From an optimization exercise on the open Yosys and OpenROAD flow, aimed at small area and a short achievable clock period; shortcuts taken in it are not production practice. Only simulation tests tie the RTL to the original design; equivalence was not proved. Power figures rest on the tool's default switching activity, not on a simulated workload.

==> design.v <==
module whac_core (
    input  wire        clk,
    input  wire        rst,         
    input  wire        pause,
    input  wire        ps2_clk,
    input  wire        ps2_data,
    output wire [11:0] x_pos,
    output wire [11:0] y_pos,
    output wire        left_btn,
    output wire        right_btn,
    output wire [11:0] mole_up,
    output wire        is_start,
    output wire [3:0]  level,
    output wire [2:0]  live,
    output wire [15:0] score,
    output wire [5:0]  note,
    output wire        beep
);
    function [17:0] add;
        input [17:0] a, b;
        input ci;
        integer k;
        reg c;
        begin
            c = ci;
            for (k = 0; k < 18; k = k + 1) begin
                add[k] = a[k] ^ b[k] ^ c;
                c = (a[k] & b[k]) | (c & (a[k] ^ b[k]));
            end
        end
    endfunction
    function ge;
        input [17:0] a, b;
        integer k;
        reg c;
        begin
            c = 1'b1;
            for (k = 0; k < 18; k = k + 1)
                c = (a[k] & ~b[k]) | (c & (a[k] | ~b[k]));
            ge = c;
        end
    endfunction
    reg rst_q;
    always @(posedge clk) rst_q <= rst;
    function [10:0] db11;    
        input [10:0] q;
        db11 = {q[9:0], q[10] ^ q[8] ^ (q[9:0] == 10'd0)};
    endfunction
    function [7:0] db8;      
        input [7:0] q;
        db8 = {q[6:0], q[7] ^ q[5] ^ q[4] ^ q[3] ^ (q[6:0] == 7'd0)};
    endfunction
    function [3:0] db4;      
        input [3:0] q;
        db4 = {q[2:0], q[3] ^ q[2] ^ (q[2:0] == 3'd0)};
    endfunction
    localparam [10:0] DIV1 = 11'd1, DIV1023 = 11'd2032;
    localparam [3:0] BC10 = 4'd11;
    reg [1:0] sync;
    reg [3:0] bc;           
    reg [1:0] cnt;          
    reg [8:0] sh;           
    reg [7:0] bx;           
    reg [1:0] bb;           
    reg       upd;          
    wire fall = sync[1] & ~sync[0];
    wire last = (bc == BC10);
    wire done = fall & last;
    always @(posedge clk) begin
        if (rst) sync <= 2'b11;
        else sync <= {sync[0], ps2_clk};
    end
    always @(posedge clk) begin
        if (rst_q) begin
            bc <= 4'd0;
            cnt <= 2'd0;
        end else begin
            if (fall) begin
                bc <= last ? 4'd0 : db4(bc);
                if (last) cnt <= cnt[1] ? 2'd0 : cnt + 2'd1;
            end
        end
    end
    always @(posedge clk) begin
        if (fall & ~last) sh <= {ps2_data, sh[8:1]};
        if (done & (cnt == 2'd0)) bb <= sh[1:0];
        if (done & (cnt == 2'd1)) bx <= sh[7:0];
        upd <= done & cnt[1];
    end
    reg [9:0] xp;
    reg [8:0] yp;
    reg lb, rb;
    wire [7:0] dy = sh[7:0];    
    wire [10:0] sx = add({8'd0, xp}, {{10{bx[7]}}, bx}, 1'b0);
    wire [10:0] sy = add({9'd0, yp}, {{10{dy[7]}}, dy}, 1'b0);
    wire [9:0] nx = sx[10] ? 10'd0 : ge({8'd0, sx[9:0]}, 18'd640) ? 10'd639 : sx[9:0];
    wire [8:0] ny = sy[10] ? 9'd0 : ge({8'd0, sy[9:0]}, 18'd480) ? 9'd479 : sy[8:0];
    always @(posedge clk) begin
        if (rst_q) begin
            xp <= 10'd320;
            yp <= 9'd240;
            lb <= 1'b0;
            rb <= 1'b0;
        end else if (upd) begin
            xp <= nx;
            yp <= ny;
            lb <= bb[0];
            rb <= bb[1];
        end
    end
    assign x_pos = {2'b00, xp};
    assign y_pos = {3'b000, yp};
    assign left_btn = lb;
    assign right_btn = rb;
    wire [11:0] inbox;
    wire yA0 = ge({9'd0, yp}, 18'd273) & ge(18'd307, {9'd0, yp});
    wire yA1 = ge({9'd0, yp}, 18'd270) & ge(18'd305, {9'd0, yp});
    wire yA2 = ge({9'd0, yp}, 18'd271) & ge(18'd306, {9'd0, yp});
    wire yA3 = ge({9'd0, yp}, 18'd270) & ge(18'd306, {9'd0, yp});
    wire yB  = ge({9'd0, yp}, 18'd320) & ge(18'd352, {9'd0, yp});
    wire yC  = ge({9'd0, yp}, 18'd374) & ge(18'd408, {9'd0, yp});
    function inx;
        input [9:0] x, x0, x1;
        inx = ge({8'd0, x}, {8'd0, x0}) & ge({8'd0, x1}, {8'd0, x});
    endfunction
    assign inbox[0]  = inx(xp, 106, 151) & yA0;
    assign inbox[1]  = inx(xp, 230, 274) & yA1;
    assign inbox[2]  = inx(xp, 350, 392) & yA2;
    assign inbox[3]  = inx(xp, 470, 513) & yA3;
    assign inbox[4]  = inx(xp, 94,  140) & yB;
    assign inbox[5]  = inx(xp, 224, 269) & yB;
    assign inbox[6]  = inx(xp, 353, 400) & yB;
    assign inbox[7]  = inx(xp, 480, 528) & yB;
    assign inbox[8]  = inx(xp, 78,  125) & yC;
    assign inbox[9]  = inx(xp, 218, 271) & yC;
    assign inbox[10] = inx(xp, 357, 408) & yC;
    assign inbox[11] = inx(xp, 496, 550) & yC;
    reg [15:0] rnd;
    reg [4:0] r25;
    reg [1:0] u;
    wire fb = rnd[15] ^ rnd[13] ^ rnd[12] ^ rnd[10];
    wire [4:0] r25n;   
    assign r25n[0] = (~r25[4] & ~r25[3] & ~r25[2] & fb) | (~r25[4] & ~r25[3] & fb & ~rnd[15]) | (~r25[4] & r25[2] & r25[1] & ~fb & rnd[15]) | (~r25[4] & r25[3] & ~fb & rnd[15]) | (~r25[4] & ~r25[2] & fb & ~rnd[15]) | (r25[3] & r25[2] & r25[0] & ~fb) | (r25[3] & r25[2] & r25[1] & ~fb) | (r25[4] & ~r25[3] & ~r25[2] & ~r25[1] & ~fb) | (r25[4] & ~fb & ~rnd[15]) | (r25[4] & r25[3] & fb & rnd[15]) | (r25[4] & r25[2] & fb & rnd[15]) | (r25[4] & r25[1] & fb & rnd[15]) | (~r25[4] & ~r25[3] & ~r25[1] & ~r25[0] & fb);
    assign r25n[1] = (~r25[4] & ~r25[3] & ~r25[2] & ~r25[0] & rnd[15]) | (~r25[4] & ~r25[3] & ~r25[1] & ~r25[0] & rnd[15]) | (~r25[4] & ~r25[3] & r25[0] & ~rnd[15]) | (~r25[4] & ~r25[0] & fb & rnd[15]) | (r25[3] & r25[0] & ~fb & rnd[15]) | (r25[0] & fb & ~rnd[15]) | (r25[4] & ~r25[0] & ~fb & ~rnd[15]) | (~r25[3] & ~r25[2] & ~r25[1] & ~r25[0] & fb & rnd[15]) | (r25[4] & r25[0] & ~fb & rnd[15]) | (r25[3] & r25[2] & r25[1] & ~r25[0] & ~fb & ~rnd[15]) | (r25[3] & ~r25[2] & r25[0] & ~rnd[15]) | (r25[4] & r25[2] & r25[0] & fb) | (r25[4] & r25[1] & r25[0] & fb) | (r25[2] & r25[1] & r25[0] & ~fb & rnd[15]);
    assign r25n[2] = (~r25[1] & ~r25[0] & rnd[15]) | (~r25[4] & ~r25[3] & ~r25[2] & r25[1] & r25[0]) | (~r25[4] & ~r25[3] & r25[1] & ~rnd[15]) | (~r25[4] & r25[1] & r25[0] & fb) | (r25[3] & ~r25[1] & ~fb & rnd[15]) | (r25[4] & ~r25[1] & ~r25[0] & ~fb) | (r25[1] & fb & ~rnd[15]) | (r25[4] & ~r25[1] & ~fb & rnd[15]) | (r25[1] & r25[0] & ~rnd[15]) | (r25[4] & r25[2] & ~r25[1] & rnd[15]) | (r25[3] & ~r25[2] & r25[1] & ~rnd[15]);
    assign r25n[3] = (~r25[4] & ~r25[3] & ~r25[2] & ~r25[1] & ~r25[0] & rnd[15]) | (~r25[4] & ~r25[3] & r25[2] & ~rnd[15]) | (r25[3] & ~r25[2] & r25[0] & fb & rnd[15]) | (r25[3] & ~r25[2] & r25[1] & rnd[15]) | (r25[3] & r25[2] & ~r25[1] & ~r25[0] & rnd[15]) | (r25[4] & ~r25[2] & fb & ~rnd[15]) | (r25[4] & r25[3] & rnd[15]) | (r25[4] & ~r25[2] & r25[0] & ~rnd[15]) | (r25[4] & ~r25[2] & ~r25[1] & r25[0] & fb) | (r25[4] & ~r25[2] & r25[1] & ~rnd[15]) | (r25[2] & ~r25[1] & ~r25[0] & ~fb & ~rnd[15]) | (r25[4] & r25[2] & r25[1] & rnd[15]) | (~r25[4] & r25[2] & ~r25[1] & r25[0] & ~fb & rnd[15]);
    assign r25n[4] = (~r25[4] & ~r25[3] & ~r25[2] & r25[1] & rnd[15]) | (~r25[4] & ~r25[3] & r25[2] & ~r25[1] & ~r25[0] & rnd[15]) | (r25[3] & ~r25[2] & ~rnd[15]) | (r25[3] & ~r25[1] & ~r25[0] & ~fb & ~rnd[15]) | (r25[3] & r25[2] & r25[0] & fb & rnd[15]) | (r25[4] & ~r25[3] & ~r25[2] & ~r25[1] & rnd[15]) | (r25[4] & r25[2] & fb & ~rnd[15]) | (r25[4] & r25[2] & r25[0] & ~rnd[15]) | (r25[4] & r25[2] & r25[1] & ~rnd[15]) | (r25[3] & r25[2] & r25[1] & rnd[15]) | (~r25[4] & ~r25[3] & ~r25[2] & r25[0] & rnd[15]) | (~r25[4] & ~r25[3] & ~r25[1] & r25[0] & ~fb & rnd[15]);
    wire [1:0] un;     
    assign un[0] = (u[1] & ~rnd[1] & ~rnd[15]) | (~u[1] & ~u[0] & rnd[1] & ~rnd[15]) | (u[1] & rnd[1] & rnd[15]) | (u[0] & ~rnd[1] & rnd[15]);
    assign un[1] = (~u[1] & ~u[0] & ~rnd[1] & rnd[15]) | (u[1] & rnd[1] & ~rnd[15]) | (u[0] & ~rnd[1] & ~rnd[15]) | (u[0] & rnd[1] & rnd[15]);
    always @(posedge clk) begin
        if (rst_q) begin
            rnd <= 16'hACE1;
            r25 <= 5'd7;        
            u <= 2'd0;          
        end else begin
            rnd <= {rnd[14:0], fb};
            r25 <= r25n;
            u <= un;
        end
    end
    wire [2:0] s = rnd[2:0];
    wire [2:0] k8 = s - r25[2:0];
    wire [7:0] k25;         
    assign k25[0] = (k8[0]);
    assign k25[1] = (k8[1]);
    assign k25[2] = (k8[2]);
    assign k25[3] = (k8[0]);
    assign k25[4] = (~k8[1] & k8[0]) | (k8[1] & ~k8[0]);
    assign k25[5] = (~k8[2] & k8[1] & ~k8[0]) | (k8[2] & ~k8[1]) | (k8[2] & k8[0]);
    assign k25[6] = (~k8[2] & k8[1] & k8[0]) | (k8[2] & ~k8[1]);
    assign k25[7] = (k8[2] & k8[1]);
    wire [7:0] m200 = add({13'd0, r25}, {10'd0, k25}, 1'b0);           
    wire [6:0] v_gap = add({13'd0, r25}, (rnd[0] ^ r25[0]) ? 18'd50 : 18'd25, 1'b0);   
    reg        started;
    reg [13:0] sc;
    reg [7:0]  tl;          
    reg [8:0]  rr;
    reg        gdec;        
    reg [11:0] mole;
    reg [3:0]  lvl;
    reg [2:0]  lives;
    reg        mclk, rclk, hit;
    wire is_win = lvl[3] & (lvl[2] | lvl[1]);
    wire is_lose = (lives == 3'd0);
    wire frozen = is_win | is_lose;
    wire mole_any = |mole;
    wire [3:0] d = gdec ? lvl - 4'd1 : lvl;
    wire unz = ge({9'd0, rr}, {14'd0, d});    
    wire tnz = (|tl) | unz;                   
    wire act = started & ~pause;              
    wire timeout = ~frozen & ~tnz;
    wire hitp = ~frozen & hit;
    wire gapload = timeout & mole_any | hitp;
    wire appear = timeout & ~mole_any;
    wire [13:0] thr;        
    assign thr[0] = 1'b0;
    assign thr[1] = 1'b0;
    assign thr[2] = (lvl[0]);
    assign thr[3] = (lvl[1]);
    assign thr[4] = (~lvl[2] & lvl[0]) | (lvl[2] & ~lvl[0]);
    assign thr[5] = (~lvl[3] & ~lvl[2] & ~lvl[1]) | (lvl[2] & lvl[1]) | (~lvl[2] & ~lvl[0]);
    assign thr[6] = (~lvl[3] & ~lvl[1]) | (~lvl[2] & lvl[1]);
    assign thr[7] = 1'b1;
    assign thr[8] = 1'b1;
    assign thr[9] = (~lvl[0]);
    assign thr[10] = (lvl[1] & lvl[0]) | (~lvl[1] & ~lvl[0]);
    assign thr[11] = (lvl[2] & lvl[0]) | (lvl[2] & lvl[1]) | (lvl[3] & ~lvl[0]);
    assign thr[12] = (lvl[3] & lvl[0]);
    assign thr[13] = 1'b0;
    wire lvup = ge({4'd0, sc}, {4'd0, thr});
    wire [1:0] a3, b3;
    wire [2:0] a5, a6, b6, a7, b7;
    wire [3:0] a9, b9;
    assign a3[0] = (~r25[4] & ~r25[3] & ~r25[2] & ~r25[1] & ~r25[0]) | (~r25[4] & ~r25[3] & ~r25[2] & r25[1] & r25[0]) | (~r25[4] & ~r25[3] & r25[2] & r25[1] & ~r25[0]) | (r25[3] & ~r25[2] & ~r25[1] & r25[0]) | (r25[3] & r25[2] & ~r25[1] & ~r25[0]) | (r25[4] & r25[3]) | (r25[4] & ~r25[2] & r25[1] & ~r25[0]) | (r25[4] & r25[2] & ~r25[1] & r25[0]) | (r25[3] & r25[2] & r25[1] & r25[0]);
    assign a3[1] = (~r25[4] & ~r25[3] & ~r25[2] & ~r25[1] & r25[0]) | (~r25[4] & ~r25[3] & r25[2] & ~r25[1] & ~r25[0]) | (~r25[4] & ~r25[3] & r25[2] & r25[1] & r25[0]) | (r25[3] & ~r25[2] & r25[1] & ~r25[0]) | (r25[4] & ~r25[3] & ~r25[2] & ~r25[1] & ~r25[0]) | (r25[4] & ~r25[2] & r25[1] & r25[0]) | (r25[3] & r25[2] & ~r25[1] & r25[0]) | (r25[4] & r25[2] & r25[1] & ~r25[0]);
    assign b3[0] = (~k8[2] & ~k8[1] & k8[0]) | (k8[2] & ~k8[1] & ~k8[0]) | (k8[2] & k8[1] & k8[0]);
    assign b3[1] = (~k8[2] & k8[1] & ~k8[0]) | (k8[2] & ~k8[1] & k8[0]);
    assign a5[0] = (~r25[4] & ~r25[3] & ~r25[2] & r25[0]) | (~r25[4] & ~r25[3] & r25[2] & r25[1] & ~r25[0]) | (~r25[4] & r25[3] & ~r25[2] & ~r25[1] & ~r25[0]) | (r25[3] & r25[2] & ~r25[1] & r25[0]) | (r25[4] & ~r25[3] & ~r25[2] & ~r25[0]) | (r25[4] & r25[2] & r25[0]) | (~r25[4] & ~r25[2] & r25[1] & r25[0]);
    assign a5[1] = (~r25[4] & r25[3] & ~r25[1] & ~r25[0]) | (r25[3] & r25[2] & ~r25[1]) | (r25[4] & ~r25[2] & ~r25[1] & r25[0]) | (r25[4] & r25[1] & ~r25[0]) | (~r25[4] & ~r25[3] & ~r25[2] & r25[1]) | (~r25[3] & r25[2] & r25[1] & r25[0]);
    assign a5[2] = (r25[4] & ~r25[2] & r25[1] & r25[0]) | (r25[4] & r25[3]) | (r25[3] & ~r25[2] & ~r25[1] & r25[0]) | (~r25[4] & ~r25[3] & r25[2] & ~r25[1] & ~r25[0]) | (r25[3] & r25[2] & r25[1] & ~r25[0]);
    assign a6[0] = (r25[0]);
    assign a6[1] = (~r25[4] & ~r25[3] & r25[2] & ~r25[1]) | (r25[3] & ~r25[2] & r25[1]) | (r25[4] & ~r25[3] & ~r25[2] & ~r25[1]) | (r25[4] & r25[2] & r25[1]);
    assign a6[2] = (~r25[4] & ~r25[3] & ~r25[2] & ~r25[1]) | (~r25[4] & ~r25[3] & r25[2] & r25[1]) | (r25[3] & r25[2] & ~r25[1]) | (r25[4] & r25[3]) | (r25[4] & ~r25[2] & r25[1]);
    assign b6[0] = (k8[0]);
    assign b6[1] = (~k8[2] & k8[1]);
    assign b6[2] = (k8[2] & ~k8[1]);
    assign a7[0] = (~r25[4] & ~r25[3] & ~r25[2] & r25[0]) | (~r25[3] & r25[2] & r25[1] & ~r25[0]) | (r25[3] & ~r25[2] & ~r25[0]) | (r25[4] & r25[2] & ~r25[0]) | (r25[3] & r25[2] & r25[0]) | (~r25[3] & ~r25[2] & ~r25[1] & r25[0]);
    assign a7[1] = (~r25[4] & ~r25[3] & ~r25[2] & ~r25[1]) | (~r25[4] & ~r25[3] & ~r25[1] & ~r25[0]) | (~r25[4] & r25[2] & r25[1] & r25[0]) | (~r25[4] & ~r25[2] & ~r25[1] & ~r25[0]) | (r25[3] & r25[1] & r25[0]) | (r25[4] & r25[1] & ~r25[0]) | (r25[4] & r25[2] & ~r25[1] & r25[0]) | (r25[3] & r25[2] & r25[1]);
    assign a7[2] = (~r25[4] & ~r25[2] & r25[1]) | (~r25[4] & ~r25[3] & r25[2] & ~r25[1] & ~r25[0]) | (r25[3] & ~r25[2] & r25[0]) | (r25[4] & ~r25[2] & ~r25[1]) | (r25[4] & r25[2] & r25[1] & r25[0]) | (r25[4] & ~r25[2] & ~r25[0]);
    assign b7[0] = (~k8[2] & k8[1]) | (k8[1] & ~k8[0]);
    assign b7[1] = (k8[2] & ~k8[1]) | (k8[2] & ~k8[0]);
    assign b7[2] = (~k8[2] & k8[0]) | (~k8[1] & k8[0]);
    assign a9[0] = (~r25[4] & ~r25[3] & ~r25[0]) | (r25[3] & r25[0]) | (r25[4] & r25[3]) | (r25[4] & r25[2] & ~r25[0]) | (r25[4] & r25[1] & ~r25[0]);
    assign a9[1] = (~r25[4] & ~r25[3] & ~r25[1] & r25[0]) | (~r25[4] & r25[1] & ~r25[0]) | (r25[3] & r25[1]) | (r25[4] & r25[3]) | (r25[4] & r25[1] & r25[0]) | (r25[4] & r25[2] & ~r25[1] & ~r25[0]);
    assign a9[2] = (~r25[4] & ~r25[3] & ~r25[2] & r25[1] & r25[0]) | (r25[3] & r25[2]) | (r25[4] & r25[3]) | (~r25[4] & r25[2] & ~r25[0]) | (r25[4] & r25[2] & r25[0]) | (r25[2] & ~r25[1] & r25[0]) | (r25[2] & r25[1] & ~r25[0]);
    assign a9[3] = (r25[4] & ~r25[3] & ~r25[2] & ~r25[1] & ~r25[0]) | (~r25[4] & ~r25[3] & r25[2] & r25[1] & r25[0]);
    assign b9[0] = (~k8[2] & k8[0]) | (~k8[2] & k8[1]) | (k8[2] & ~k8[1] & ~k8[0]);
    assign b9[1] = (~k8[2] & k8[0]) | (k8[2] & k8[1] & ~k8[0]);
    assign b9[2] = (~k8[2] & ~k8[1] & k8[0]) | (k8[1] & ~k8[0]) | (k8[2] & k8[1]);
    assign b9[3] = (k8[2] & ~k8[1] & k8[0]);
    reg  [3:0] ra, rb_;
    always @(*) begin
        case (lvl)
            4'd2: begin ra = 4'd0; rb_ = {3'd0, s[0]}; end
            4'd3: begin ra = {2'd0, a3}; rb_ = {2'd0, b3}; end
            4'd4: begin ra = 4'd0; rb_ = {2'd0, s[1:0]}; end
            4'd5: begin ra = {1'd0, a5}; rb_ = 4'd0; end
            4'd6: begin ra = {1'd0, a6}; rb_ = {1'd0, b6}; end
            4'd7: begin ra = {1'd0, a7}; rb_ = {1'd0, b7}; end
            4'd8: begin ra = 4'd4; rb_ = {1'd0, s}; end
            4'd9: begin ra = a9; rb_ = b9; end
            default: begin ra = 4'd0; rb_ = 4'd0; end
        endcase
    end
    wire [4:0] ry = add({14'd0, ra}, {14'd0, rb_}, 1'b0);
    wire [4:0] rz = add({13'd0, ry}, ~{14'd0, lvl}, 1'b1);
    wire [3:0] vrem = ge({13'd0, ry}, {14'd0, lvl}) ? rz[3:0] : ry[3:0];
    wire [6:0] k100 = 7'd100 - {3'd0, vrem};                      
    wire [8:0] lq = add({10'd0, m200}, {11'd0, k100}, 1'b0);      
    reg [11:0] mole_a;      
    wire [3:0] hole = {u, rnd[1:0]};
    wire clear_a = (frozen & rclk) | hitp | (timeout & mole_any);
    always @(*) begin
        mole_a = mole;
        if (clear_a) mole_a = 12'd0;
        else if (appear) mole_a = 12'd1 << hole;
    end
    wire hit_h = |(inbox & mole);                     
    wire [11:0] ibh = inbox >> hole;
    wire hit_a = ~clear_a & (appear ? ibh[0] : hit_h);
    always @(posedge clk) begin
        if (rst_q) begin
            started <= 1'b0;
            sc <= 14'd0;
            mole <= 12'd0;
            lvl <= 4'd1;
            lives <= 3'd5;
        end else if (!started) begin
            if (mclk) started <= 1'b1;
        end else if (!pause) begin
            mole <= mole_a;
            if (frozen) begin
                if (rclk) begin
                    started <= 1'b0;
                    sc <= 14'd0;
                    lvl <= 4'd1;
                    lives <= 3'd5;
                end
            end else begin
                if (timeout & mole_any) lives <= lives - 3'd1;
                if (hitp) begin
                    sc <= add({4'd0, sc}, {9'd0, rr}, 1'b0);
                    if (lvup) lvl <= lvl + 4'd1;
                end
            end
        end
    end
    always @(posedge clk) begin
        if (!started) begin
            tl <= 8'd0;
            rr <= 9'd0;
            gdec <= 1'b0;
        end else if (!pause & !frozen) begin
            if (appear) begin
                tl <= 8'd0;
                rr <= lq;
                gdec <= 1'b0;
            end else if (gapload) begin
                tl <= 8'd0;
                rr <= {2'b00, v_gap};
                gdec <= hitp & lvup;
            end else begin
                tl <= db8(tl);
                if (tl == 8'd0) rr <= add({9'd0, rr}, ~{14'd0, d}, 1'b1);
            end
        end
    end
    always @(posedge clk) begin
        mclk <= lb;
        rclk <= rb;
        hit <= lb & (act ? hit_a : hit_h);
    end
    assign mole_up = mole;
    assign is_start = started;
    assign level = lvl;
    assign live = lives;
    assign score = {2'b00, sc};
    reg [10:0] div;         
    reg        playing;
    reg [5:0]  p;
    reg [7:0]  pt;          
    reg [5:0]  note_r;
    reg        pwin, plose;
    reg [2:0]  plive;
    reg [13:0] psc;
    wire [2:0]  m_lc;       
    wire [5:0]  m_note;
    wire [0:0]  m_end;
    wire [16:0] per;
    localparam [5:0] B_LOSE = 6'd0;
    localparam [5:0] B_LIVE = 6'd13;
    localparam [5:0] B_CLICK = 6'd23;
    localparam [5:0] B_WIN = 6'd32;
    localparam [5:0] B_SCORE = 6'd55;
    assign m_lc[0] = (~p[4] & ~p[2]) | (p[5] & ~p[4]) | (~p[2] & p[1] & p[0]) | (p[5] & ~p[3] & ~p[2]);
    assign m_lc[1] = (~p[5] & ~p[3] & p[2]) | (~p[5] & ~p[3] & ~p[1]) | (p[5] & ~p[4] & ~p[2]) | (p[4] & p[2]) | (p[5] & p[3] & ~p[1]) | (~p[3] & p[2] & ~p[1]) | (p[4] & p[3] & p[1] & ~p[0]) | (~p[4] & ~p[2] & p[0]);
    assign m_lc[2] = (~p[4] & ~p[3] & p[2]) | (~p[3] & p[1] & ~p[0]) | (p[5] & ~p[4]) | (p[5] & ~p[3] & ~p[1]) | (~p[4] & ~p[3] & ~p[1]);
    assign m_note[0] = (p[5] & ~p[4] & ~p[2] & p[1] & ~p[0]) | (~p[3] & p[2] & ~p[1] & p[0]) | (~p[5] & ~p[3] & p[2] & p[1] & ~p[0]) | (p[5] & p[2] & ~p[1] & p[0]) | (p[4] & p[2]) | (p[4] & p[3] & ~p[1] & ~p[0]) | (~p[5] & p[4] & p[3] & ~p[0]);
    assign m_note[1] = (~p[3] & p[2] & ~p[1]) | (p[4] & ~p[3] & ~p[1]) | (p[5] & ~p[4] & ~p[3]) | (~p[5] & p[4] & p[2]) | (~p[4] & ~p[3] & ~p[0]) | (~p[5] & ~p[4] & p[3] & p[1]) | (p[4] & p[3] & p[1] & ~p[0]) | (p[5] & ~p[3] & ~p[0]);
    assign m_note[2] = (~p[5] & p[2] & ~p[1]) | (p[5] & ~p[4] & ~p[3] & ~p[2] & ~p[0]) | (p[5] & ~p[4] & ~p[3] & p[1]) | (p[3] & p[2] & ~p[1] & ~p[0]) | (~p[5] & p[4] & p[1] & ~p[0]) | (~p[5] & ~p[4] & p[2] & p[0]) | (p[5] & ~p[3] & p[2] & p[0]) | (p[5] & p[3] & ~p[2] & ~p[1] & p[0]);
    assign m_note[3] = (p[3] & ~p[2] & p[1] & ~p[0]) | (~p[5] & ~p[3] & ~p[2] & ~p[0]) | (~p[4] & ~p[2] & ~p[1] & p[0]) | (p[5] & ~p[3] & p[2] & p[1]) | (p[5] & p[2] & ~p[1] & ~p[0]) | (p[5] & p[3] & p[2] & ~p[1]) | (~p[4] & ~p[3] & ~p[2] & ~p[1]) | (p[5] & ~p[4] & ~p[3] & p[1] & p[0]) | (~p[5] & p[3] & p[2] & p[1] & p[0]);
    assign m_note[4] = (p[4] & ~p[1]) | (p[5] & p[3] & ~p[2] & ~p[1] & ~p[0]) | (~p[4] & p[3] & p[1] & p[0]) | (p[5] & p[4] & ~p[0]) | (p[5] & p[3] & p[2] & p[1]) | (~p[5] & p[4] & p[2]);
    assign m_note[5] = (~p[5] & p[3] & p[2] & ~p[1]) | (~p[5] & p[3] & p[2] & ~p[0]);
    assign m_end[0] = (p[4] & ~p[2] & p[1] & p[0]) | (~p[5] & ~p[4] & p[3] & ~p[2]);
    assign per[0] = (~note_r[5] & ~note_r[4] & ~note_r[3] & ~note_r[1]) | (note_r[2] & ~note_r[1] & note_r[0]) | (note_r[4] & ~note_r[3] & ~note_r[2] & ~note_r[0]) | (~note_r[4] & ~note_r[3] & ~note_r[2] & note_r[0]);
    assign per[1] = (note_r[2] & ~note_r[1] & note_r[0]) | (~note_r[5] & ~note_r[4] & ~note_r[3] & note_r[1]) | (note_r[5] & note_r[2]) | (~note_r[4] & note_r[3] & ~note_r[2] & note_r[1]);
    assign per[2] = (note_r[5]) | (~note_r[4] & note_r[3] & note_r[2] & ~note_r[0]) | (~note_r[3] & note_r[2] & note_r[0]) | (~note_r[3] & ~note_r[1] & note_r[0]);
    assign per[3] = (note_r[5]) | (note_r[3] & ~note_r[1]) | (~note_r[1] & note_r[0]) | (note_r[4] & note_r[2]) | (~note_r[4] & ~note_r[3] & note_r[0]) | (note_r[4] & ~note_r[3] & note_r[1] & ~note_r[0]);
    assign per[4] = (~note_r[2] & ~note_r[1] & ~note_r[0]) | (note_r[4] & note_r[3] & ~note_r[2]) | (note_r[3] & ~note_r[1] & ~note_r[0]) | (~note_r[3] & note_r[2] & note_r[0]) | (note_r[5] & ~note_r[2]);
    assign per[5] = (note_r[5]) | (~note_r[4] & note_r[3] & note_r[1]) | (note_r[3] & ~note_r[2] & ~note_r[1]) | (note_r[2] & note_r[1] & ~note_r[0]) | (~note_r[3] & ~note_r[2] & ~note_r[0]);
    assign per[6] = (note_r[5]) | (note_r[4] & note_r[1] & note_r[0]) | (note_r[3] & note_r[2] & note_r[1]) | (~note_r[2] & ~note_r[1] & ~note_r[0]) | (note_r[4] & note_r[2]) | (note_r[3] & ~note_r[1] & ~note_r[0]);
    assign per[7] = (~note_r[2] & ~note_r[1] & ~note_r[0]) | (note_r[2] & note_r[0]) | (note_r[4] & note_r[3] & note_r[2]) | (note_r[4] & ~note_r[2] & ~note_r[1]) | (~note_r[4] & ~note_r[3] & note_r[0]) | (note_r[4] & ~note_r[3] & note_r[1] & ~note_r[0]);
    assign per[8] = (note_r[5]) | (note_r[3] & ~note_r[1] & ~note_r[0]) | (note_r[4] & note_r[2]) | (note_r[4] & ~note_r[1]) | (~note_r[4] & ~note_r[2] & ~note_r[0]) | (note_r[4] & ~note_r[3] & ~note_r[0]);
    assign per[9] = (~note_r[3] & ~note_r[2] & ~note_r[0]) | (~note_r[4] & note_r[3] & note_r[2] & ~note_r[0]) | (note_r[4] & ~note_r[2] & ~note_r[1]) | (~note_r[5] & ~note_r[4] & ~note_r[3] & ~note_r[1]) | (~note_r[4] & ~note_r[2] & note_r[1] & ~note_r[0]);
    assign per[10] = (~note_r[4] & ~note_r[2] & note_r[1]) | (note_r[3] & note_r[2] & ~note_r[1]) | (~note_r[1] & note_r[0]) | (~note_r[3] & ~note_r[2] & ~note_r[0]) | (note_r[4] & note_r[3] & note_r[2]);
    assign per[11] = (~note_r[5] & ~note_r[4] & ~note_r[3]) | (~note_r[5] & ~note_r[2] & ~note_r[0]) | (note_r[3] & note_r[0]) | (note_r[1] & note_r[0]);
    assign per[12] = (note_r[2] & ~note_r[1] & note_r[0]) | (~note_r[4] & note_r[1] & ~note_r[0]) | (note_r[4] & ~note_r[2] & ~note_r[1]) | (~note_r[4] & ~note_r[3] & ~note_r[1]) | (note_r[3] & ~note_r[2] & ~note_r[0]);
    assign per[13] = (~note_r[4] & ~note_r[3] & ~note_r[1]) | (~note_r[4] & note_r[3] & note_r[2] & note_r[1]) | (note_r[3] & note_r[0]) | (note_r[5]) | (note_r[3] & ~note_r[2] & ~note_r[1]);
    assign per[14] = (note_r[3] & ~note_r[1] & ~note_r[0]) | (note_r[3] & ~note_r[2]) | (note_r[4] & note_r[3]) | (~note_r[4] & ~note_r[2] & note_r[0]);
    assign per[15] = (~note_r[4] & note_r[3]) | (note_r[4] & ~note_r[3]);
    assign per[16] = (~note_r[5] & ~note_r[4] & ~note_r[3]);
    wire tick = (div == DIV1023);
    wire ev_win = is_win & ~pwin;
    wire ev_lose = is_lose & ~plose;
    wire ev_score = ~ge({4'd0, psc}, {4'd0, sc});           
    wire ev_live = ~ge({15'd0, lives}, {15'd0, plive});     
    wire pt_hit;
    assign pt_hit = ((m_lc == 3'd1) & (pt == 8'd0)) |
        ((m_lc == 3'd0) & (pt == 8'd92)) |
        ((m_lc == 3'd2) & (pt == 8'd50)) |
        ((m_lc == 3'd4) & (pt == 8'd130)) |
        ((m_lc == 3'd7) & (pt == 8'd136)) |
        ((m_lc == 3'd3) & (pt == 8'd177)) |
        ((m_lc == 3'd6) & (pt == 8'd169)) |
        ((m_lc == 3'd5) & (pt == 8'd14));
    always @(posedge clk) begin
        if (rst_q) begin
            div <= DIV1;
            playing <= 1'b0;
            note_r <= 6'd0;
            pwin <= 1'b0;
            plose <= 1'b0;
            plive <= 3'd5;
            psc <= 14'd0;
        end else begin
            div <= db11(div);
            if (tick) begin
                if (playing) begin
                    if (pt_hit) begin
                        if (m_end) begin
                            playing <= 1'b0;
                            note_r <= 6'd0;
                        end else begin
                            note_r <= m_note;
                        end
                    end
                end else if (ev_win | ev_lose | ev_score | ev_live | mclk) begin
                    playing <= 1'b1;
                end
                pwin <= is_win;
                plose <= is_lose;
                plive <= lives;
                psc <= sc;
            end
        end
    end
    always @(posedge clk) begin
        if (tick) begin
            if (playing) begin
                if (pt_hit) begin
                    pt <= 8'd0;
                    p <= p + 6'd1;
                end else begin
                    pt <= db8(pt);
                end
            end else begin
                pt <= 8'd0;
                if (ev_win) p <= B_WIN;
                else if (ev_lose) p <= B_LOSE;
                else if (ev_score) p <= B_SCORE;
                else if (ev_live) p <= B_LIVE;
                else p <= B_CLICK;
            end
        end
    end
    assign note = note_r;
    reg [16:0] cnt_b;
    reg        beep_r;
    always @(posedge clk) begin
        if (note_r == 6'd0) begin
            cnt_b <= 17'd0;
            beep_r <= 1'b0;
        end else if (ge({1'b0, cnt_b}, {1'b0, per})) begin
            cnt_b <= 17'd0;
            beep_r <= ~beep_r;
        end else begin
            cnt_b <= cnt_b + 17'd1;
        end
    end
    assign beep = beep_r;
endmodule
==> flow/run.sh <==
#!/bin/bash
set -euo pipefail
rm -rf scripts_abc
cp -r "$FLOW_HOME/scripts" scripts_abc
printf 'strash\ndch\nmap -a\ntopo\n' > scripts_abc/abc_area.script
export SCRIPTS_DIR="$PWD/scripts_abc"
export BUFFER_PORTS_ARGS="-buffer_cell sky130_fd_sc_hd__buf_2"
export SETUP_SLACK_MARGIN=62.8
bash standard.sh > standard.log 2>&1
==> standard.sh <==
#!/bin/bash
# synth_recipe.tcl (not shown) runs the flow's synth.tcl, then flattens the netlist and writes it again
# the make line also repeats each setting of config.mk as NAME=value (left out here)
make -C /OpenROAD-flow-scripts/flow DESIGN_CONFIG=/design/flow/config.mk WORK_HOME=/design/flow/orfs CLKGATE_MAP_FILE= SYNTH_SCRIPT=/design/flow/synth_recipe.tcl "${@:-finish}"
==> config.mk <==
export PLATFORM = sky130hd
export DESIGN_NAME = whac_core
export DESIGN_NICKNAME = whac_core
export VERILOG_FILES = /design/flow/design.v
export SDC_FILE = /design/flow/constraint.sdc
export NUM_CORES = 4
export LEC_CHECK = 0
export ABC_AREA = 1
export CAP_MARGIN = 20
export CORE_MARGIN = 2
export CORE_UTILIZATION = 60
export CTS_CLUSTER_DIAMETER = 150
export CTS_CLUSTER_SIZE = 25
export PLACE_DENSITY = 0.7
export SLEW_MARGIN = 20
==> constraint.sdc <==
create_clock -name core_clock -period 80.0 [get_ports {clk}]
set_input_delay 16.0000 -clock core_clock [delete_from_list [all_inputs] [get_ports {clk}]]
set_output_delay 16.0000 -clock core_clock [all_outputs]
set_load 0.01 [all_outputs]
==> reports/qor.csv, run 1 <==
metric,value,unit
slowest_delay,0.67,ns
required,80.35,ns
grt_pass1_vias,11300,
worstSetupEndpointType,flip-flop,
hold_class,flip-flop to flip-flop,
grt_overflow,0,
num_rows,52,
htreeDepth,4,
io_buffers,66,
rr_startpoint,r25[1]$_SDFF_PP1_,
die_area,0.0218,mm^2
ir_worst_vdd,0.0000192,V
final_cell_area,0.0138,mm^2
synth_cell_types,49,
worstMarginPinSlew,1.02,ns
async_flop_share,0,%
finalWorstSetupSlack,62.83,ns
critPathKind,primary input to flip-flop,
start_util,61.3,%
dp_cells,1973,
synth_ff_type,dfxtp_1,
nNetsFinal,1829,
holdPathEnd,rnd[12]$_SDFF_PP0_,
cp_max_fo,12,
final-setup-viol-count,0,
multi_input_comb_area,0.00716,mm^2
setup_tns,0,ns
drt_iter0_markers,1006,
max_freq,58.3,MHz
syn_avg_cell_area,7.59,um^2
yosysTopAreaCell,dfxtp_1,
yosysSeqAreaShare,34.5,%
post-route-util,68.2,%
yosys_warnings,1,
r2r_setup_slack,71.18,ns
post-dp-hpwl,24.5,mm
whs_path_depth,2,
grt_start_max_net_pins,68,
cp.arrival,17.52,ns
grt_usage,30.1,%
cellPowerDensity,20.7,mW/mm^2
gp_congestion,0.977,
regArea,0.00429,mm^2
antenna_found_initial,0,
hp-start,rnd[11]$_SDFF_PP1_,
start_kind,primary input,
synth_edf_count,33,
drc,0,
cts_max_path_buffers,2,
wirelength,32.9,mm
leakage,0.00496,uW
grt_first_pass_wirelength,54.0,mm
clkLatencyLatePin,0.44,ns
final-hold-violation-count,0,
path_cells,buf_2 -> nor2_1 -> clkinvlp_4 -> or4_2 -> a21oi_1,
drt_pass1_iterations,5,
finClkSkew,0.0115,ns
drive_above_1_share,8.29,%
die_width,148,um
wl_per_cell,16.4,um
viasPerCell,5.98,
dp_slack,62.44,ns
core_region_area,0.0202,mm^2
drv_cap,0,
clkTransAtPathRegs,0.08,ns
fillerInstances,1715,
fin_crit,17.17,ns
vias,12000,
antenna_left,0,
final_cell_mix,"nor2_1, clkinv_1, nand2_1",
netlist_instances,1633,
numCtsBuffers,17,
cp_slowest_cell,or4_2,
post-route-period-util,21.5,%
syn-cell-area,0.0124,mm^2
maxSlewHeadroom,31.5,%
rsz0062_at_grt,no,
drv_slew,0,
placed_area,0.0131,mm^2
io_pins,74,
clock-sinks,197,
die_y,148,um
mostFrequentLayoutCell,nor2_1,
status,no timing/DRC/antenna violations,
n_antenna_cell,0,
critPathBufInv,2,
synth_seq_cells,197,
area.growth.synth_to_final,11.3,%
reg2reg_to,rr[7]$_SDFFE_PN0P_,
cts_root_buffer,clkbuf_16,
synth_top_area_share,26.5,%
finalNonFillerCells,2006,
cts_tree,yes,
synthTopCellsByArea,"dfxtp_1, nor2_1, edfxtp_1, clkinv_1, fa_1",
cp_top_family,simple AND/OR/NAND/NOR gates,
r2r_cells,34,
-- metrics by stage --
stage               total power (uW)  hold WS [ns]
finish                           286         0.402
global route                     304         0.410
CTS                              286         0.404
detailed placement               194         0.391
global placement                 195         0.392
floorplan                        173         0.383
-- power breakdown --
part           total (uW)  internal (uW)  leakage [uW]  switching [uW]
sequential            109            103       0.00167            6.57
clock                91.2           46.3      0.000311            44.9
combinational        85.9           31.5       0.00298            54.4
total                 286            180       0.00496             106
-- sequential cells by signal, summed over array words and instances (netlist names), 8 cells and up --
signal / count
xp: 10
mole: 12
pt: 8
rr: 9
div: 11
yp: 9
sc: 14
cnt_b: 17
psc: 14
tl: 8
sh: 9
bx: 8
rnd: 16
-- per-layer routing --
metal  GRT usage, %  share of wire, %  vias to the layer above
met5              0                 0                        -
met4           13.1               3.8                        0
met3           4.85               6.8                      111
met2           50.9                47                      543
met1           38.4                42                     5486
li1               -                 -                     5848
-- worst register-to-register path: cells and delay by family, from the launching register on --
kind / cells / cell delay [ns]
adders and majority gates: 14 / 4.64
and+or+nand+nor: 6 / 0.91
AOI/OAI and AO/OA: 6 / 1.20
buffers and inverters: 8 / 1.15
DFF: 1 / 0.81
-- how the worst max path moves through the flow --
stage | end | cells past startpoint | slack, ns | from
final | gdec$_SDFFE_PN0P_ | 5 | 62.83 | pause
after global routing | gdec$_SDFFE_PN0P_ | 5 | 62.80 | pause
after CTS | x_pos[5] | 1 | 62.83 | xp[5]$_SDFFE_PP0P_
after detailed placement | lvl[1]$_SDFFE_PP0P_ | 9 | 62.44 | pause
after global placement | gdec$_SDFFE_PN0P_ | 5 | 62.46 | pause
after floorplan | lvl[1]$_SDFFE_PP0P_ | 8 | 62.78 | pause
-- logic make-up (layout without fill, tap and decap cells) --
logic type                 after synthesis  count (layout)  synth area share [%]
and+or+nand+nor                        594             594                  20.1
DFF                                    197             197                  34.5
other                                    1               7                0.0302
adders and majority gates              113             113                  13.9
AOI/OAI and AO/OA                      436             436                  21.6
buffers and inverters                  270             367                  8.38
xor gates and xnor gates                22              22                  1.55
-- synthesized netlist by cell type, types with 4 or more instances --
master / instances
nor2_1: 273
clkinv_1: 263
dfxtp_1: 164
nand2_1: 161
a21oi_1: 135
o21ai_0: 127
nor3_1: 61
ha_1: 56
nand3_1: 53
fa_1: 45
a22oi_1: 33
edfxtp_1: 33
o22ai_1: 21
a31oi_1: 19
nor4_1: 18
xor2_1: 15
a221oi_1: 13
maj3_1: 12
nand4_1: 12
o211ai_1: 12
a211oi_1: 11
or2_2: 11
a2111oi_0: 8
o211a_1: 8
a41oi_1: 7
buf_4: 7
xnor2_1: 7
o32ai_1: 6
o221ai_1: 5
o31ai_1: 5
a311oi_1: 4
o41ai_1: 4
-- layout make-up --
type                            instances  area share [%]
Sequential cell                       197            31.1
Multi-Input combinational cell       1172            51.9
Tap cell                              270            2.45
Inverter                              263            7.22
Clock inverter                         15            1.61
Timing Repair Buffer                   72            2.72
Clock buffer                           17            3.08
-- timing repair --
| item | in CTS | in global routing |
|---|---|---|
| hold buffers | 0 | 0 |
| setup endpoints to repair | 9 | 13 |
| setup buffers | 0 | 1 |
| resized for setup | 9 | 5 |
| hold endpoints to repair | 0 | 0 |
| pin swaps | 0 | 1 |
==> run 2: changes to the inputs <==
--- a/flow/run.sh
+++ b/flow/run.sh
@@ -4,3 +4,3 @@
 cp -r "$FLOW_HOME/scripts" scripts_abc
-printf 'strash\ndch\nmap -a\ntopo\n' > scripts_abc/abc_area.script
+printf 'strash\ndch\nmap -a\ntopo\nstrash\ndch\nmap -a\ntopo\n' > scripts_abc/abc_area.script
 export SCRIPTS_DIR="$PWD/scripts_abc"
==> reports/qor.csv, run 2 <==
metric,value,unit,change
status,no timing/DRC/antenna violations,,unchanged
core_region_area,0.0202,mm^2,about the same
die_area,0.0216,mm^2,was 0.0218 mm^2
max_freq,58.3,MHz,about the same
maxSlewHeadroom,44.9,%,was 31.5%
largestRegisters,"cnt_b: 17 flops, rnd: 16 flops",,unchanged
placed_area,0.0130,mm^2,was 0.0131 mm^2
regMostFlops,cnt_b,,unchanged
grt_overflow,0,,unchanged
die_y,147,um,was 148 um
async_flop_share,0,%,unchanged
cp_slowest_cell,dfxtp_2,,was or4_2
synth_seq_cells,197,,unchanged
clkLatencyLatePin,0.44,ns,about the same
rr_startpoint,r25[1]$_SDFF_PP1_,,unchanged
n_antenna_cell,0,,unchanged
r2r_cells,33,,was 34
area.growth.synth_to_final,11.0,%,was 11.3%
clkTransAtPathRegs,0.08,ns,about the same
antenna_left,0,,unchanged
critical_path_depth,1,,was 5
num_rows,52,,unchanged
synth_edf_count,33,,unchanged
worstSetupEndpointType,output port,,was flip-flop
drc,0,,unchanged
nNetsFinal,1804,,was 1829
final_cell_mix,"clkinv_1, nor2_1, o21ai_0",,"was nor2_1, clkinv_1, nand2_1"
cts_max_path_buffers,2,,unchanged
rsz0062_at_grt,yes,,was no
grt_usage,30.6,%,was 30.1%
wl_per_cell,16.5,um,was 16.4 um
grt_start_max_net_pins,77,,was 68
cts_root_buffer,clkbuf_16,,unchanged
cts_hold_buf,0,,unchanged
final-setup-viol-count,0,,unchanged
hp-start,rnd[6]$_SDFF_PP1_,,was rnd[11]$_SDFF_PP1_
largest_reg_flops,17,,unchanged
setup_tns,0,ns,unchanged
drive_above_1_share,8.42,%,was 8.29%
mostFrequentLayoutCell,clkinv_1,,was nor2_1
gp_congestion,0.972,,was 0.977
yosysSeqAreaShare,34.8,%,was 34.5%
syn_avg_cell_area,7.61,um^2,was 7.59 um^2
finalWorstSetupSlack,62.85,ns,was 62.83 ns
final_cell_area,0.0136,mm^2,was 0.0138 mm^2
endpoint,level[0],,was gdec$_SDFFE_PN0P_
ir_worst_vdd,0.0000215,V,was 0.0000192 V
io_buffers,66,,unchanged
io_pins,74,,unchanged
crit_start,lvl[0]$_SDFFE_PP1P_,,was pause
htreeDepth,4,,unchanged
cp.arrival,1.15,ns,was 17.52 ns
synth_top_area_share,26.8,%,was 26.5%
cp_top_family,flip-flops,,was simple AND/OR/NAND/NOR gates
dp_slack,62.31,ns,was 62.44 ns
final-hold-violation-count,0,,unchanged
start_kind,flip-flop,,was primary input
drt_iter0_markers,969,,was 1006
cellPowerDensity,20.8,mW/mm^2,was 20.7 mW/mm^2
synth_ff_type,dfxtp_1,,unchanged
slowest_delay,0.50,ns,was 0.67 ns
post-route-period-util,21.4,%,was 21.5%
postCtsSetupBuffers,0,,unchanged
post-dp-hpwl,24.5,mm,about the same
yosys_warnings,1,,unchanged
netlist_instances,1612,,was 1633
antenna_found_initial,0,,unchanged
reg2reg_to,rr[7]$_SDFFE_PN0P_,,unchanged
numCtsBuffers,17,,unchanged
leakage,0.00489,uW,was 0.00496 uW
drv_cap,0,,unchanged
synthTopCellsByCount,"clkinv_1, nor2_1, dfxtp_1",,"was nor2_1, clkinv_1, dfxtp_1"
die_width,147,um,was 148 um
synth_cell_types,46,,was 49
fin_crit,17.15,ns,was 17.17 ns
critPathBufInv,1,,was 2
vias,11900,,was 12000
hold_class,flip-flop to flip-flop,,unchanged
r2r_setup_slack,71.13,ns,was 71.18 ns
post-route-util,67.5,%,was 68.2%
worstMarginPinSlew,0.817,ns,was 1.02 ns
synthTopCellsByArea,"dfxtp_1, clkinv_1, edfxtp_1, nor2_1, fa_1",,"was dfxtp_1, nor2_1, edfxtp_1, clkinv_1, fa_1"
path_cells,buf_2,,was buf_2 -> nor2_1 -> clkinvlp_4 -> or4_2 -> a21oi_1
grt_first_pass_wirelength,54.5,mm,was 54.0 mm
drt_pass1_iterations,6,,was 5
critPathKind,flip-flop to output port,,was primary input to flip-flop
finClkSkew,0.0109,ns,was 0.0115 ns
wirelength,32.6,mm,was 32.9 mm
yosysTopAreaCell,dfxtp_1,,unchanged
viasPerCell,6.03,,was 5.98
cp_max_fo,14,,was 12
synth_most_common_cell,clkinv_1,,was nor2_1
cts_tree,yes,,unchanged
syn-cell-area,0.0123,mm^2,was 0.0124 mm^2
required,64.00,ns,was 80.35 ns
grt_pass1_vias,11100,,was 11300
clock-sinks,197,,unchanged
start_util,60.8,%,was 61.3%
drv_slew,0,,unchanged
## run 2: cell count changes after synthesis, sizes merged, moves of 9 or more
cell,previous run,this run
maj3,12,3
o211ai,12,22
a21oi,135,144
o21ai,127,155
nand3,53,41
nor2,273,241
nand2,161,149
## run 2: worst min-delay path by stage
| stage | end | slack [ns] | cells past startpoint |
|---|---|---|---|
| floorplan | rnd[12]$_SDFF_PP0_ | 0.38 | 2 |
| global placement | rnd[12]$_SDFF_PP0_ | 0.39 | 2 |
| detailed placement | rclk$_DFF_P_ | 0.38 | 0 |
| CTS | rclk$_DFF_P_ | 0.39 | 0 |
| global route | rclk$_DFF_P_ | 0.41 | 0 |
| finish | rnd[7]$_SDFF_PP1_ | 0.41 | 1 |
## run 2: repair_timing
action	4_1_cts	5_1_grt
gates resized for setup	8	10
endpoints found under the hold margin	0	0
setup endpoints to repair	11	16
## run 2: power breakdown
group,internal (uW),switching (uW)
logic,31.1,52.4
clock network,48.3,42.7
registers,103,6.02
## run 2: stage by stage
| step | std cells | hold slack [ns] | power [uW] |
|---|---|---|---|
| CTS | 1981 | 0.394 | 282 |
| floorplan | 1618 | 0.383 | 168 |
| global placement | 1949 | 0.388 | 193 |
| finish | 1981 | 0.406 | 283 |
| detailed placement | 1949 | 0.384 | 192 |
| global route | 1981 | 0.407 | 298 |
## run 2: layout make-up
| type | instances | area (um^2) |
|---|---|---|
| Clock buffer | 18 | 429 |
| Multi-Input combinational cell | 1146 | 7000 |
| Fill cell | 1751 | 6550 |
| Timing Repair Buffer | 68 | 345 |
| Inverter | 268 | 1020 |
| Tap cell | 270 | 338 |
| Clock inverter | 14 | 200 |
| Sequential cell | 197 | 4290 |
## run 2: layer usage
layer	track usage [%]	share of wire, %
met3	4.47	6.9
met1	41.0	43
met2	50.7	47
met5	0	0
met4	11.1	2.7
## run 2: cells by family (layout without fill, tap and decap cells)
kind of cell,count (synthesis),count (layout),share of synthesized area [%]
fa+ha+maj,104,104,13.3
flops,197,197,34.8
simple gates,545,545,19.0
compound gates,474,474,23.1
buf+inv,275,368,8.63
other cells,1,7,0.0306
xor+xnor,16,16,1.14
==> run 3: changes to the inputs <==
--- a/flow/run.sh
+++ b/flow/run.sh
@@ -6,3 +6,3 @@
 export SCRIPTS_DIR="$PWD/scripts_abc"
-export BUFFER_PORTS_ARGS="-buffer_cell sky130_fd_sc_hd__buf_2"
+export BUFFER_PORTS_ARGS="-buffer_cell sky130_fd_sc_hd__buf_1"
 export SETUP_SLACK_MARGIN=62.8
==> reports/qor.csv, run 3 <==
metric,value,unit,change
r2r_cells,33,,unchanged
grt_start_max_net_pins,76,,was 77
grt_pass1_vias,11200,,was 11100
holdPathEnd,rnd[4]$_SDFF_PP0_,,was rnd[7]$_SDFF_PP1_
whs_path_depth,2,,was 1
synth_ff_type,dfxtp_1,,unchanged
postCtsSetupBuffers,0,,unchanged
n_antenna_cell,0,,unchanged
cellPowerDensity,20.9,mW/mm^2,was 20.8 mW/mm^2
io_buffers,66,,unchanged
clock-sinks,197,,unchanged
critPathKind,flip-flop to output port,,unchanged
max_freq,58.3,MHz,about the same
setup_tns,0,ns,unchanged
drive_above_1_share,4.73,%,was 8.42%
synth_top_area_share,26.8,%,unchanged
post-route-util,67.2,%,was 67.5%
critPathBufInv,1,,unchanged
area.growth.synth_to_final,10.5,%,was 11.0%
finalNonFillerCells,1981,,unchanged
worstMarginPinSlew,0.818,ns,was 0.817 ns
p_seq_share,38.3,%,was 38.4%
vias,11800,,was 11900
rsz0062_at_grt,yes,,unchanged
grt_usage,30.6,%,about the same
grt_first_pass_wirelength,54.5,mm,about the same
cp.arrival,1.16,ns,was 1.15 ns
io_pins,74,,unchanged
synth_edf_count,33,,unchanged
clkTransAtPathRegs,0.08,ns,about the same
final-setup-viol-count,0,,unchanged
drv_slew,0,,unchanged
fin_crit,17.16,ns,was 17.15 ns
hp-start,rnd[3]$_SDFF_PP0_,,was rnd[6]$_SDFF_PP1_
gp_congestion,0.949,,was 0.972
ir_worst_vdd,0.0000203,V,was 0.0000215 V
yosys_warnings,1,,unchanged
worstSetupEndpointType,output port,,unchanged
async_flop_share,0,%,unchanged
core_region_area,0.0202,mm^2,unchanged
syn-cell-area,0.0123,mm^2,unchanged
placed_area,0.0129,mm^2,was 0.0130 mm^2
switching_power,104,uW,was 101 uW
cp_slowest_cell,dfxtp_1,,was dfxtp_2
combinationalPowerShare,29.5,%,about the same
htreeDepth,4,,unchanged
numCtsBuffers,17,,unchanged
dp_cells,1949,,unchanged
post-dp-hpwl,24.2,mm,was 24.5 mm
cts_tree,yes,,unchanged
synthTopCellsByCount,"clkinv_1, nor2_1, dfxtp_1",,unchanged
synth_most_common_cell,clkinv_1,,unchanged
drt_pass1_iterations,5,,was 6
nNetsFinal,1804,,unchanged
antenna_found_initial,0,,unchanged
wirelength,32.3,mm,was 32.6 mm
maxSlewHeadroom,45.4,%,was 44.9%
cts_hold_buf,0,,unchanged
die_area,0.0216,mm^2,unchanged
start_util,60.8,%,unchanged
regMostFlops,cnt_b,,unchanged
grt_overflow,0,,unchanged
synth_cell_types,46,,unchanged
r2r_setup_slack,71.02,ns,was 71.13 ns
start_kind,flip-flop,,unchanged
netlist_instances,1612,,unchanged
cts_max_path_buffers,2,,unchanged
largestRegisters,"cnt_b: 17 flops, rnd: 16 flops",,unchanged
num_rows,52,,unchanged
cts_root_buffer,clkbuf_16,,unchanged
status,no timing/DRC/antenna violations,,unchanged
die_width,147,um,unchanged
reg2reg_to,rr[7]$_SDFFE_PN0P_,,unchanged
die_y,147,um,unchanged
rr_startpoint,r25[1]$_SDFF_PP1_,,unchanged
drc,0,,unchanged
finalWorstSetupSlack,62.84,ns,was 62.85 ns
post-route-period-util,21.5,%,was 21.4%
swShare,36.8,%,was 35.7%
p_int,179,uW,was 182 uW
finClkSkew,0.0128,ns,was 0.0109 ns
path_cells,buf_1,,was buf_2
yosysTopAreaCell,dfxtp_1,,unchanged
cp_top_family,flip-flops,,unchanged
slowest_delay,0.52,ns,was 0.50 ns
final-hold-violation-count,0,,unchanged
synthTopCellsByArea,"dfxtp_1, clkinv_1, edfxtp_1, nor2_1, fa_1",,unchanged
synth_seq_cells,197,,unchanged
required,64.00,ns,about the same
drv_cap,0,,unchanged
leakage,0.00464,uW,was 0.00489 uW
yosysSeqAreaShare,34.8,%,unchanged
clkLatencyLatePin,0.45,ns,was 0.44 ns
dp_slack,62.33,ns,was 62.31 ns
viasPerCell,5.98,,was 6.03
wl_per_cell,16.3,um,was 16.5 um
largest_reg_flops,17,,unchanged
syn_avg_cell_area,7.61,um^2,unchanged
final_cell_area,0.0136,mm^2,about the same
mostFrequentLayoutCell,clkinv_1,,unchanged
hold_class,flip-flop to flip-flop,,unchanged
drt_iter0_markers,988,,was 969
cp_max_fo,8,,was 14
clockPowerShare,32.1,%,about the same
antenna_left,0,,unchanged
final_cell_mix,"clkinv_1, nor2_1, o21ai_0",,unchanged
-- run 3: repair_timing --
action,in CTS,in global routing
resized for setup,9,14
cloned,0,0
pin swaps,0,0
endpoints found under the hold margin,0,0
setup endpoints to repair,11,20
-- run 3: area by class of cell --
cell class                 instances  area [um^2]
clock inverter                    14          184
inverter                         268         1020
sequential                       197         4300
timing repair buffer              68          263
tap                              270          338
multi-input combinational       1146         7010
clock buffer                      18          450
fill                            1804         6610
-- run 3: worst max path at each step --
stage,from,end,slack (ns),depth (start not counted)
final,started$_SDFF_PP0_,is_start,62.84,1
after global routing,pause,lvl[0]$_SDFFE_PP1P_,62.78,10
after CTS,lvl[0]$_SDFFE_PP1P_,level[0],62.80,1
after detailed placement,pause,lvl[0]$_SDFFE_PP1P_,62.33,10
after global placement,pause,lvl[0]$_SDFFE_PP1P_,62.38,10
after floorplan,pause,lvl[1]$_SDFFE_PP0P_,62.79,8
-- run 3: metrics by stage --
step	hold WS [ns]	power, uW
2_1_floorplan	0.383	168
3_3_place_gp	0.388	193
3_5_place_dp	0.384	192
4_1_cts	0.400	283
5_1_grt	0.401	299
6_report	0.401	283
-- run 3: per-layer routing --
| layer | vias to the layer above | share of wire, % | GRT usage, % |
|---|---|---|---|
| met5 | - | 0 | 0 |
| met1 | 5469 | 45 | 41.4 |
| li1 | 5804 | - | - |
| met4 | 0 | 2.5 | 10.8 |
| met2 | 488 | 47 | 50.5 |
| met3 | 77 | 6.3 | 4.29 |
-- run 3: cell families (layout without fill, tap and decap cells) --
group                      after synthesis  count (layout)  share of synthesized area (%)
adders and majority gates              104             104                           13.3
other                                    1               7                         0.0306
xor gates and xnor gates                16              16                           1.14
AOI/OAI and AO/OA                      474             474                           23.1
buffers and inverters                  275             368                           8.63
and+or+nand+nor                        545             545                           19.0
DFF                                    197             197                           34.8
-- run 3: power by group through the flow --
stage                     sequential (uW)  clock, uW  combinational (uW)
final                                 109       91.0                83.6
after global routing                  109       96.0                94.5
after CTS                             108       92.4                82.3
after detailed placement              111          0                81.4
after global placement                111          0                81.8
after floorplan                       109          0                59.2

-- separate check: timing with driven ports --
In the flow no input, the clock included, has a driving cell. The finished layouts below were timed again as built, in two steps.
Step 1 (the two cells are an assumption about what drives the block):
set clk [get_ports {clk}]
set_driving_cell -lib_cell sky130_fd_sc_hd__clkbuf_16 $clk
set_driving_cell -lib_cell sky130_fd_sc_hd__buf_2 [delete_from_list [all_inputs] $clk]
Step 2 also shifts input and output timing later by t, the mid clock arrival at the registers, as if the neighbouring blocks saw the same clock.
Slacks: no drivers / after step 1 / after step 2; pairs: no drivers / after step 1.
run	t (ns)	slack for setup (ns)	worst hold slack (ns)	worst data-port slew with drivers (ns)	cell pins on the clock port's net
run 1	0.485	62.833 / 62.786 / 62.377	0.402 / 0.402 / 0.402	0.03	1
run 2	0.487	62.849 / 62.798 / 62.453	0.406 / 0.406 / 0.406	0.03	1
run 3	0.493	62.837 / 62.786 / 62.474	0.401 / 0.401 / 0.401	0.03	1
After both steps every run listed still meets setup and hold. The setup slack of run 1, which loses most, moves by -0.047 ns with the drivers and by -0.456 ns with both steps.
